Context: an optimization exercise on an open-source flow, tuned for small area and a short achievable clock period. The choices shown serve that exercise and are no tape-out recipe.
At most, simulation tests tie the RTL to the original design; equivalence was not proved.

==> run P: inputs <==
// dct_core
module dct_core (
    input                clk,
    input                rst_n,
    input                start,
    input signed [255:0] a1,
    output               done,
    output       [255:0] final_output
);
Settings: LEC_CHECK=0, ABC_AREA=1, CAP_MARGIN=20, CORE_MARGIN=2, CORE_UTILIZATION=60, CTS_CLUSTER_DIAMETER=70, CTS_CLUSTER_SIZE=30, PLACE_DENSITY=0.72, SLEW_MARGIN=40; clock period 10.0 ns.
standard.sh (not shown) runs the stock make flow with config.mk's settings and CLKGATE_MAP_FILE= SYNTH_SCRIPT=/design/flow/synth_recipe.tcl, a recipe that flattens the netlist after the stock synthesis.
==> flow/flow/run.sh <==
#!/bin/bash
set -e
bash standard.sh BUFFER_PORTS_ARGS="-buffer_cell sky130_fd_sc_hd__buf_4" \
    SETUP_SLACK_MARGIN=6.6 finish > flow.log 2>&1
==> run D: changes against run P <==
--- a/flow/design.v
+++ b/flow/design.v
@@ -1,73 +1,42 @@
-module f_padd #(parameter W = 26) (
-    input  [W-1:0] a,
-    input  [W-1:0] b,
-    output [W-1:0] s
-);
-    localparam L = $clog2(W);
-    wire [W-1:0] g [0:L];
-    wire [W-1:0] p [0:L];
-    assign g[0] = a & b;
-    assign p[0] = a ^ b;
-    genvar l, i;
-    generate
-        for (l = 0; l < L; l = l + 1) begin : lv
-            for (i = 0; i < W; i = i + 1) begin : bt
-                if ((i >> l) & 1) begin : cmb
-                    localparam J = ((i >> l) << l) - 1;
-                    assign g[l+1][i] = g[l][i] | (p[l][i] & g[l][J]);
-                    assign p[l+1][i] = p[l][i] & p[l][J];
-                end else begin : pas
-                    assign g[l+1][i] = g[l][i];
-                    assign p[l+1][i] = p[l][i];
-                end
-            end
-        end
-    endgenerate
-    assign s = p[0] ^ {g[L][W-2:0], 1'b0};
-endmodule
-module f_pge #(parameter W = 23) (
-    input  [W-1:0] a,
-    input  [W-1:0] b,
-    output         ge
-);
-    wire [W+1:0] s;
-    f_padd #(W + 2) u (.a({1'b0, a, 1'b1}), .b({1'b0, ~b, 1'b1}), .s(s));
-    assign ge = s[W+1];
-endmodule
 module f_front (
     input  [30:0] a,
     input  [30:0] b,
     output        comp,
     output [63:0] q
 );
-    wire [8:0]  dab = {1'b0, a[30:23]} - {1'b0, b[30:23]};
+    assign comp = a >= b;
+    wire [7:0]  dab = a[30:23] - b[30:23];
     wire [7:0]  dba = b[30:23] - a[30:23];
-    wire        eq  = a[30:23] == b[30:23];
-    wire        mge;
-    f_pge #(23) cm (.a(a[22:0]), .b(b[22:0]), .ge(mge));
-    assign comp = ~dab[8] & (~eq | mge);
     wire [30:0] l   = comp ? a : b;
     wire [22:0] s   = comp ? b[22:0] : a[22:0];
     wire        hs  = comp ? |b[30:23] : |a[30:23];
-    assign q = {l[30:23], |l[30:23], l[22:0], hs, s, dab[8] ? dba : dab[7:0]};
+    assign q = {l[30:23], |l[30:23], l[22:0], hs, s, comp ? dab : dba};
 endmodule
-module f_align (
+module f_align1 (
     input  [63:0] q,
     input         x,
-    output [55:0] r
+    output [56:0] r
 );
     wire [7:0]  d  = q[7:0];
     wire [23:0] ms = q[31:8];
-    wire [23:0] sh = (|d[7:5]) ? 24'b0 : (ms >> d[4:0]);
-    assign r = {q[63:32], sh ^ {24{x}}};
+    wire [23:0] s1 = (|d[7:5] | (&d[4:3])) ? 24'b0 : (ms >> {d[4:1], 1'b0});
+    assign r = {q[63:32], s1 ^ {24{x}}, d[0]};
+endmodule
+module f_align2 (
+    input  [56:0] q,
+    input         x,
+    output [55:0] r
+);
+    wire [23:0] s1 = q[24:1];
+    assign r = {q[56:25], q[0] ? {x, s1[23:1]} : s1};
 endmodule
 module f_lzc (
-    input  [24:0] m,
+    input  [23:0] m,
     output [4:0]  k
 );
-    wire [31:0] x = {m, 7'b0};
+    wire [31:0] x = {m, 8'b0};
     genvar i;
     wire [15:0] z1, p1;
     for (i = 0; i < 16; i = i + 1) begin : l1
         assign z1[i] = ~(x[2*i+1] | x[2*i]);
         assign p1[i] = ~x[2*i+1];
@@ -103,41 +72,41 @@
     input  [7:0]  e,
     input  [24:0] m,
     output [31:0] y
 );
     wire [4:0]  k;
-    f_lzc z (.m(m), .k(k));
-    wire [24:0] v    = m << k;
-    wire [7:0]  e1   = e + 8'd1;
-    wire [7:0]  e2   = e + 8'd2;
+    f_lzc z (.m(m[23:0]), .k(k));
+    wire [23:0] ms   = m[23:0] << k;
     wire [7:0]  en;
-    f_esub xn (.e(e1), .k(k), .d(en));
-    wire        zero = ~|m;
-    wire        fl   = zero | (e2 == {3'b0, k}) | ((e == 8'hff) & (k == 5'd0));
-    assign y = fl ? 32'b0 : {s, en, v[23:1]};
+    f_esub xn (.e(e), .k(k), .d(en));
+    wire [7:0]  e1   = e + 8'd1;
+    wire        zero = ~|m[23:0];
+    wire        fl   = m[24] ? (e[7:1] == 7'h7f) : (zero | (e1 == {3'b0, k}));
+    assign y = fl ? 32'b0 : m[24] ? {s, e1, m[23:1]} : {s, en, ms[22:0]};
 endmodule
 module fadd1 #(parameter [3:0] C = 4'b1110) (
     input         clk,
     input  [31:0] a,
     input  [31:0] b,
     output [31:0] y
 );
     wire        comp;
     wire [63:0] q0, q1;
-    wire [55:0] r1, r2;
+    wire [56:0] r1, r2;
     f_front f (.a(a[30:0]), .b(b[30:0]), .comp(comp), .q(q0));
     wire        sg1, x1;
     dly #(66, C[0]) c0 (clk, {comp ? a[31] : b[31], a[31] ^ b[31], q0}, {sg1, x1, q1});
-    f_align al (.q(q1), .x(x1), .r(r1));
+    f_align1 a1 (.q(q1), .x(x1), .r(r1));
     wire        sg2, x2;
-    dly #(58, C[1]) c1 (clk, {sg1, x1, r1}, {sg2, x2, r2});
-    wire [25:0] sm;
-    f_padd #(26) ad (.a({1'b0, r2[47:24], 1'b1}), .b({x2, r2[23:0], x2}), .s(sm));
+    dly #(59, C[1]) c1 (clk, {sg1, x1, r1}, {sg2, x2, r2});
+    wire [55:0] t2;
+    f_align2 a2 (.q(r2), .x(x2), .r(t2));
+    wire [24:0] m = {1'b0, t2[47:24]} + {x2, t2[23:0]} + {24'b0, x2};
     wire [24:0] m3;
     wire [7:0]  e3;
     wire        sg3;
-    dly #(34, C[2]) c2 (clk, {sg2, r2[55:48], sm[25:1]}, {sg3, e3, m3});
+    dly #(34, C[2]) c2 (clk, {sg2, t2[55:48], m}, {sg3, e3, m3});
     wire [31:0] y0;
     f_norm n (.s(sg3), .e(e3), .m(m3), .y(y0));
     dly #(32, C[3]) c3 (clk, y0, y);
 endmodule
 module fadd2 #(parameter [3:0] C = 4'b1110) (
@@ -147,26 +116,28 @@
     output [31:0] ya,
     output [31:0] ys
 );
     wire        comp;
     wire [63:0] q0, q1;
-    wire [55:0] r1, r2;
+    wire [56:0] r1, r2;
     f_front f (.a(a[30:0]), .b(b[30:0]), .comp(comp), .q(q0));
     wire        sa1, ss1, x1;
     dly #(67, C[0]) c0 (clk, {comp ? a[31] : b[31], comp ? a[31] : ~b[31], a[31] ^ b[31], q0},
                              {sa1, ss1, x1, q1});
-    f_align al (.q(q1), .x(x1), .r(r1));
+    f_align1 a1 (.q(q1), .x(1'b0), .r(r1));
     wire        sa2, ss2, x2;
-    dly #(59, C[1]) c1 (clk, {sa1, ss1, x1, r1}, {sa2, ss2, x2, r2});
-    wire [23:0] ml = r2[47:24], mt = r2[23:0];
-    wire [25:0] sa, sz;
-    f_padd #(26) aa (.a({1'b0, ml, 1'b1}), .b({x2, mt, x2}), .s(sa));
-    f_padd #(26) az (.a({1'b0, ml, 1'b1}), .b({~x2, ~mt, ~x2}), .s(sz));
+    dly #(60, C[1]) c1 (clk, {sa1, ss1, x1, r1}, {sa2, ss2, x2, r2});
+    wire [55:0] t2;
+    f_align2 a2 (.q(r2), .x(1'b0), .r(t2));
+    wire [23:0] ml = t2[47:24], ms = t2[23:0];
+    wire [24:0] mp = {1'b0, ml} + {1'b0, ms};
+    wire [24:0] mm = {1'b0, ml} - {1'b0, ms};
     wire [24:0] ma3, ms3;
     wire [7:0]  e3;
     wire        sa3, ss3;
-    dly #(60, C[2]) c2 (clk, {sa2, ss2, r2[55:48], sa[25:1], sz[25:1]}, {sa3, ss3, e3, ma3, ms3});
+    dly #(60, C[2]) c2 (clk, {sa2, ss2, t2[55:48], x2 ? mm : mp, x2 ? mp : mm},
+                             {sa3, ss3, e3, ma3, ms3});
     wire [31:0] ya0, ys0;
     f_norm na (.s(sa3), .e(e3), .m(ma3), .y(ya0));
     f_norm ns (.s(ss3), .e(e3), .m(ms3), .y(ys0));
     dly #(64, C[3]) c3 (clk, {ya0, ys0}, {ya, ys});
 endmodule
@@ -215,12 +186,11 @@
     wire [47:0] s1, c1;
     wire [8:0]  es1;
     wire        p1, d1, t1, sg1;
     dly #(109, C[0]) k1 (clk, {s[47:0], c[47:0], es, p47, den, tie, b[31]},
                               {s1, c1, es1, p1, d1, t1, sg1});
-    wire [47:0] rf;
-    f_padd #(48) cp (.a(s1), .b(c1), .s(rf));
+    wire [47:0] rf = s1 + c1;
     wire [24:0] r1 = rf[47:23];
     wire [24:0] r;
     wire [8:0]  es2;
     wire        p2, d2, t2, sg2;
     dly #(38, C[1]) k2 (clk, {r1, es1, p1, d1, t1, sg1}, {r, es2, p2, d2, t2, sg2});
==> flow/flow/run.sh (replaced) <==
#!/bin/bash
set -e
bash standard.sh BUFFER_PORTS_ARGS="-buffer_cell sky130_fd_sc_hd__buf_4" \
    SETUP_SLACK_MARGIN=6.5 finish > flow.log 2>&1
==> run G: changes against run P <==
--- a/flow/design.v
+++ b/flow/design.v
@@ -1,11 +1,18 @@
 module f_padd #(parameter W = 26) (
     input  [W-1:0] a,
     input  [W-1:0] b,
     output [W-1:0] s
 );
-    localparam L = $clog2(W);
+    function integer lg2(input integer n);
+        integer t;
+        begin
+            lg2 = 0;
+            for (t = 1; t < n; t = t * 2) lg2 = lg2 + 1;
+        end
+    endfunction
+    localparam L = lg2(W);
     wire [W-1:0] g [0:L];
     wire [W-1:0] p [0:L];
     assign g[0] = a & b;
     assign p[0] = a ^ b;
     genvar l, i;
@@ -52,16 +59,16 @@
     assign q = {l[30:23], |l[30:23], l[22:0], hs, s, dab[8] ? dba : dab[7:0]};
 endmodule
 module f_align (
     input  [63:0] q,
     input         x,
-    output [55:0] r
+    output [54:0] r
 );
     wire [7:0]  d  = q[7:0];
     wire [23:0] ms = q[31:8];
     wire [23:0] sh = (|d[7:5]) ? 24'b0 : (ms >> d[4:0]);
-    assign r = {q[63:32], sh ^ {24{x}}};
+    assign r = {q[63:56], q[54:32], sh ^ {24{x}}};
 endmodule
 module f_lzc (
     input  [24:0] m,
     output [4:0]  k
 );
@@ -104,11 +111,15 @@
     input  [24:0] m,
     output [31:0] y
 );
     wire [4:0]  k;
     f_lzc z (.m(m), .k(k));
-    wire [24:0] v    = m << k;
+    wire [24:0] v4   = k[4] ? {m[8:0], 16'b0} : m;
+    wire [24:0] v3   = k[3] ? {v4[16:0], 8'b0} : v4;
+    wire [24:0] v2   = k[2] ? {v3[20:0], 4'b0} : v3;
+    wire [24:0] v1   = k[1] ? {v2[22:0], 2'b0} : v2;
+    wire [24:0] v    = k[0] ? {v1[23:0], 1'b0} : v1;
     wire [7:0]  e1   = e + 8'd1;
     wire [7:0]  e2   = e + 8'd2;
     wire [7:0]  en;
     f_esub xn (.e(e1), .k(k), .d(en));
     wire        zero = ~|m;
@@ -121,52 +132,55 @@
     input  [31:0] b,
     output [31:0] y
 );
     wire        comp;
     wire [63:0] q0, q1;
-    wire [55:0] r1, r2;
+    wire [54:0] r1, r2;
     f_front f (.a(a[30:0]), .b(b[30:0]), .comp(comp), .q(q0));
     wire        sg1, x1;
     dly #(66, C[0]) c0 (clk, {comp ? a[31] : b[31], a[31] ^ b[31], q0}, {sg1, x1, q1});
     f_align al (.q(q1), .x(x1), .r(r1));
     wire        sg2, x2;
-    dly #(58, C[1]) c1 (clk, {sg1, x1, r1}, {sg2, x2, r2});
+    dly #(57, C[1]) c1 (clk, {sg1, x1, r1}, {sg2, x2, r2});
+    wire [7:0]  el = r2[54:47];
+    wire [23:0] ml = {|el, r2[46:24]};
     wire [25:0] sm;
-    f_padd #(26) ad (.a({1'b0, r2[47:24], 1'b1}), .b({x2, r2[23:0], x2}), .s(sm));
+    f_padd #(26) ad (.a({1'b0, ml, 1'b1}), .b({x2, r2[23:0], x2}), .s(sm));
     wire [24:0] m3;
     wire [7:0]  e3;
     wire        sg3;
-    dly #(34, C[2]) c2 (clk, {sg2, r2[55:48], sm[25:1]}, {sg3, e3, m3});
+    dly #(34, C[2]) c2 (clk, {sg2, el, sm[25:1]}, {sg3, e3, m3});
     wire [31:0] y0;
     f_norm n (.s(sg3), .e(e3), .m(m3), .y(y0));
     dly #(32, C[3]) c3 (clk, y0, y);
 endmodule
-module fadd2 #(parameter [3:0] C = 4'b1110) (
+module fadd2 #(parameter [3:0] C = 4'b1110, parameter D = 0) (
     input         clk,
     input  [31:0] a,
     input  [31:0] b,
     output [31:0] ya,
     output [31:0] ys
 );
     wire        comp;
     wire [63:0] q0, q1;
-    wire [55:0] r1, r2;
+    wire [54:0] r1, r2;
     f_front f (.a(a[30:0]), .b(b[30:0]), .comp(comp), .q(q0));
     wire        sa1, ss1, x1;
     dly #(67, C[0]) c0 (clk, {comp ? a[31] : b[31], comp ? a[31] : ~b[31], a[31] ^ b[31], q0},
                              {sa1, ss1, x1, q1});
     f_align al (.q(q1), .x(x1), .r(r1));
     wire        sa2, ss2, x2;
-    dly #(59, C[1]) c1 (clk, {sa1, ss1, x1, r1}, {sa2, ss2, x2, r2});
-    wire [23:0] ml = r2[47:24], mt = r2[23:0];
+    dly #(58, C[1] + D) c1 (clk, {sa1, ss1, x1, r1}, {sa2, ss2, x2, r2});
+    wire [7:0]  el = r2[54:47];
+    wire [23:0] ml = {|el, r2[46:24]}, mt = r2[23:0];
     wire [25:0] sa, sz;
     f_padd #(26) aa (.a({1'b0, ml, 1'b1}), .b({x2, mt, x2}), .s(sa));
     f_padd #(26) az (.a({1'b0, ml, 1'b1}), .b({~x2, ~mt, ~x2}), .s(sz));
     wire [24:0] ma3, ms3;
     wire [7:0]  e3;
     wire        sa3, ss3;
-    dly #(60, C[2]) c2 (clk, {sa2, ss2, r2[55:48], sa[25:1], sz[25:1]}, {sa3, ss3, e3, ma3, ms3});
+    dly #(60, C[2]) c2 (clk, {sa2, ss2, el, sa[25:1], sz[25:1]}, {sa3, ss3, e3, ma3, ms3});
     wire [31:0] ya0, ys0;
     f_norm na (.s(sa3), .e(e3), .m(ma3), .y(ya0));
     f_norm ns (.s(ss3), .e(e3), .m(ms3), .y(ys0));
     dly #(64, C[3]) c3 (clk, {ya0, ys0}, {ya, ys});
 endmodule
@@ -210,18 +224,21 @@
         if (KM == 24'hb50481)      begin : g1 csa_m1 u (b[22:0], inj, s, c); end
         else if (KM == 24'hc3f141) begin : g2 csa_m2 u (b[22:0], inj, s, c); end
         else if (KM == 24'h8a8c15) begin : g3 csa_m3 u (b[22:0], inj, s, c); end
         else                       begin : g4 csa_m4 u (b[22:0], inj, s, c); end
     endgenerate
-    wire [47:0] s1, c1;
+    wire [16:0] lo;
+    f_padd #(17) cl (.a({1'b0, s[15:0]}), .b({1'b0, c[15:0]}), .s(lo));
+    wire [31:0] s1, c1;
+    wire        ci1;
     wire [8:0]  es1;
     wire        p1, d1, t1, sg1;
-    dly #(109, C[0]) k1 (clk, {s[47:0], c[47:0], es, p47, den, tie, b[31]},
-                              {s1, c1, es1, p1, d1, t1, sg1});
-    wire [47:0] rf;
-    f_padd #(48) cp (.a(s1), .b(c1), .s(rf));
-    wire [24:0] r1 = rf[47:23];
+    dly #(78, C[0]) k1 (clk, {s[47:16], c[47:16], lo[16], es, p47, den, tie, b[31]},
+                             {s1, c1, ci1, es1, p1, d1, t1, sg1});
+    wire [32:0] rf;
+    f_padd #(33) cp (.a({s1, 1'b1}), .b({c1, ci1}), .s(rf));
+    wire [24:0] r1 = rf[32:8];
     wire [24:0] r;
     wire [8:0]  es2;
     wire        p2, d2, t2, sg2;
     dly #(38, C[1]) k2 (clk, {r1, es1, p1, d1, t1, sg1}, {r, es2, p2, d2, t2, sg2});
     wire [7:0]  ex_n = es2[7:0] - 8'd127;
@@ -1403,33 +1420,33 @@
 fadd2 #(CA) u_c31 (clk, b1, b4, c3, c1);
 fadd1 #(CA) u_c2  (clk, b2, b6, c2);
 fadd1 #(CA) u_c5  (clk, b3, b7, c5);
 fadd1 #(CA) u_c6  (clk, b3, b6, c6);
 wire [31:0] d0, d1, d3, d4;
-fadd2 #(CA) u_d01 (clk, c0, c3, d0, d1);
+fadd2 #(CA, T6 - T3) u_d01 (clk, c0, c3, d0, d1);     
 fadd1 #(CA) u_d3  (clk, c1, c4, d3);
 fadd1 #(CA) u_d4  (clk, c2, c5 ^ NEG, d4);
-wire [31:0] e2, e3, e4, e6, e7, e2i, e3i, e4i;
+wire [31:0] e2, e4, e6, e7, e2i, e3i, e4i;
 fmulc #(24'h8a8c15, 8'd126, 24'hec82f0, 0, CM) u_e2 (clk, c2, e2i);
 fmulc #(24'hb50481, 8'd126, 24'hb50566, 0, CM) u_e3 (clk, c6, e3i);
 fmulc #(24'ha73b64, 8'd127, 24'hc3f181, 2, CM) u_e4 (clk, c5, e4i);
 fmulc #(24'hb50481, 8'd126, 24'hb50566, 0, CM) u_e6 (clk, d3, e6);
 fmulc #(24'hc3f141, 8'd125, 24'ha73b9b, 0, CM) u_e7 (clk, d4, e7);
-dly #(96, T4 - T2 - LM) dl_e (clk, {e2i, e3i, e4i}, {e2, e3, e4});
-wire [31:0] b7d, c4d;
-dly #(32, T4 - T1) dl_b7 (clk, b7, b7d);
+dly #(64, T4 - T2 - LM) dl_e (clk, {e2i, e4i}, {e2, e4});
+wire [31:0] b7e, c4d;
+dly #(32, T2 + LM - T1) dl_b7 (clk, b7, b7e);
 dly #(32, T4 - T2) dl_c4 (clk, c4, c4d);
 wire [31:0] f2, f3, f4, f5, f6, f7;
-fadd2 #(CA) u_f23 (clk, c4d, e6, f2, f3);
-fadd2 #(CA) u_f45 (clk, b7d, e3, f4, f5);
+fadd2 #(CA, T6 - T5) u_f23 (clk, c4d, e6, f2, f3);     
+fadd2 #(CA, T4 - T2 - LM) u_f45 (clk, b7e, e3i, f4, f5);     
 fadd1 #(CA) u_f6  (clk, e2, e7, f6);
 fadd1 #(CA) u_f7  (clk, e4, e7, f7);
 wire [31:0] y0, y1, y2, y3, y4, y5, y6, y7;
 fadd2 #(CA) u_y17 (clk, f4, f7, y1, y7);
 fadd2 #(CA) u_y53 (clk, f5, f6, y5, y3);
-dly #(64, T6 - T3) dl_d (clk, {d0, d1}, {y0, y4});
-dly #(64, T6 - T5) dl_f (clk, {f2, f3}, {y2, y6});
+assign y0 = d0, y4 = d1;
+assign y2 = f2, y6 = f3;
 assign final_output = {y0, y1, y2, y3, y4, y5, y6, y7};
 reg [T6-1:0] vld;
 always @(posedge clk) begin
     if (rst_n) vld <= {T6{1'b0}};
     else       vld <= {vld[T6-2:0], start};
==> flow/flow/run.sh (replaced) <==
#!/bin/bash
set -e
bash standard.sh BUFFER_PORTS_ARGS="-buffer_cell sky130_fd_sc_hd__buf_4" \
    SETUP_SLACK_MARGIN=0 synth floorplan > flow_floorplan.log 2>&1
bash standard.sh BUFFER_PORTS_ARGS="-buffer_cell sky130_fd_sc_hd__buf_4" \
    SETUP_SLACK_MARGIN=6.6 finish > flow.log 2>&1
==> summary.txt <==
- Run G ran to the end with no violations. Run P completed with no timing, DRC or antenna violations. Run D completed without violations.
- Sequential share of layout area, highest first: run P, run G, run D.
- Clock skew: run P < run G < run D.
- Between run P and run D, the lower fmax is in run P (gap 0.57%, measured against run D).
- Cell count: run G < run P < run D.
- Count of clock-buffer cells in the layout, highest first: run D, run P, run G.
- Die area: run G < run P < run D.
==> figures <==
Result of the run: run P no timing/DRC/antenna violations; run G no timing/DRC/antenna violations; run D no timing/DRC/antenna violations
Average wire per cell in the routed design: run P 20.1 um; run G 19.3 um; run D 20.3 um
Via density: run P 5.65; run G 5.64; run D 5.81
Portion of netlist area occupied by mux cells: run P 0.532%; run G 1.24%; run D 0.421%
Worst path setup slack after routing: run P 6440 ps; run G 6470 ps; run D 6470 ps
Syn nets: run P 39200; run G 38100; run D 44300
Via count of the first global-routing pass: run P 225000; run G 222000; run D 258000
Vertical die dimension: run P 682 um; run G 674 um; run D 707 um
Time the final worst path needs with I/O delays and setup: run P 3560 ps; run G 3530 ps; run D 3530 ps
Number of instances in the synthesized netlist: run P 36200; run G 35200; run D 41500
Number of clock-tree buffers in the layout: run P 321; run G 314; run D 345
Function not checked in run P: the RTL went through the layout flow alone.

[afterwards: timing with drivers on the ports]
No port has a modelled driver above. Below, the same layouts with a new extraction and two added sets of constraints.
Step 1, drivers: a clkbuf_16 drives clk and a buf_2 each remaining input, both assumed.
Step 2 moves the port delays by t, midway between the first and last clock arrival at a register: inputs arrive t later, outputs are due t later. That takes back most of the time a late clock gives input paths.
Slacks: ideal ports / drivers / drivers and shift; pairs: ideal ports / drivers.
run | t (ns) | slack for setup (ns) | hold slack, ns | worst setup path at the end | worst register clock-pin slew, ns
run P | 1.149 | 6.445 / 6.308 / 5.599 | 0.307 / 0.307 / 0.307 | input to register | 0.11 / 0.11
run D | 1.172 | 6.465 / 6.322 / 5.639 | 0.287 / 0.287 / 0.287 | input to register | 0.11 / 0.11
run G | 1.120 | 6.467 / 6.339 / 5.626 | 0.291 / 0.291 / 0.291 | input to register | 0.11 / 0.11
After both steps every run listed still meets setup and hold. For run P, which loses most, drivers alone change the setup slack by -0.137 ns; drivers and shift together by -0.846 ns.
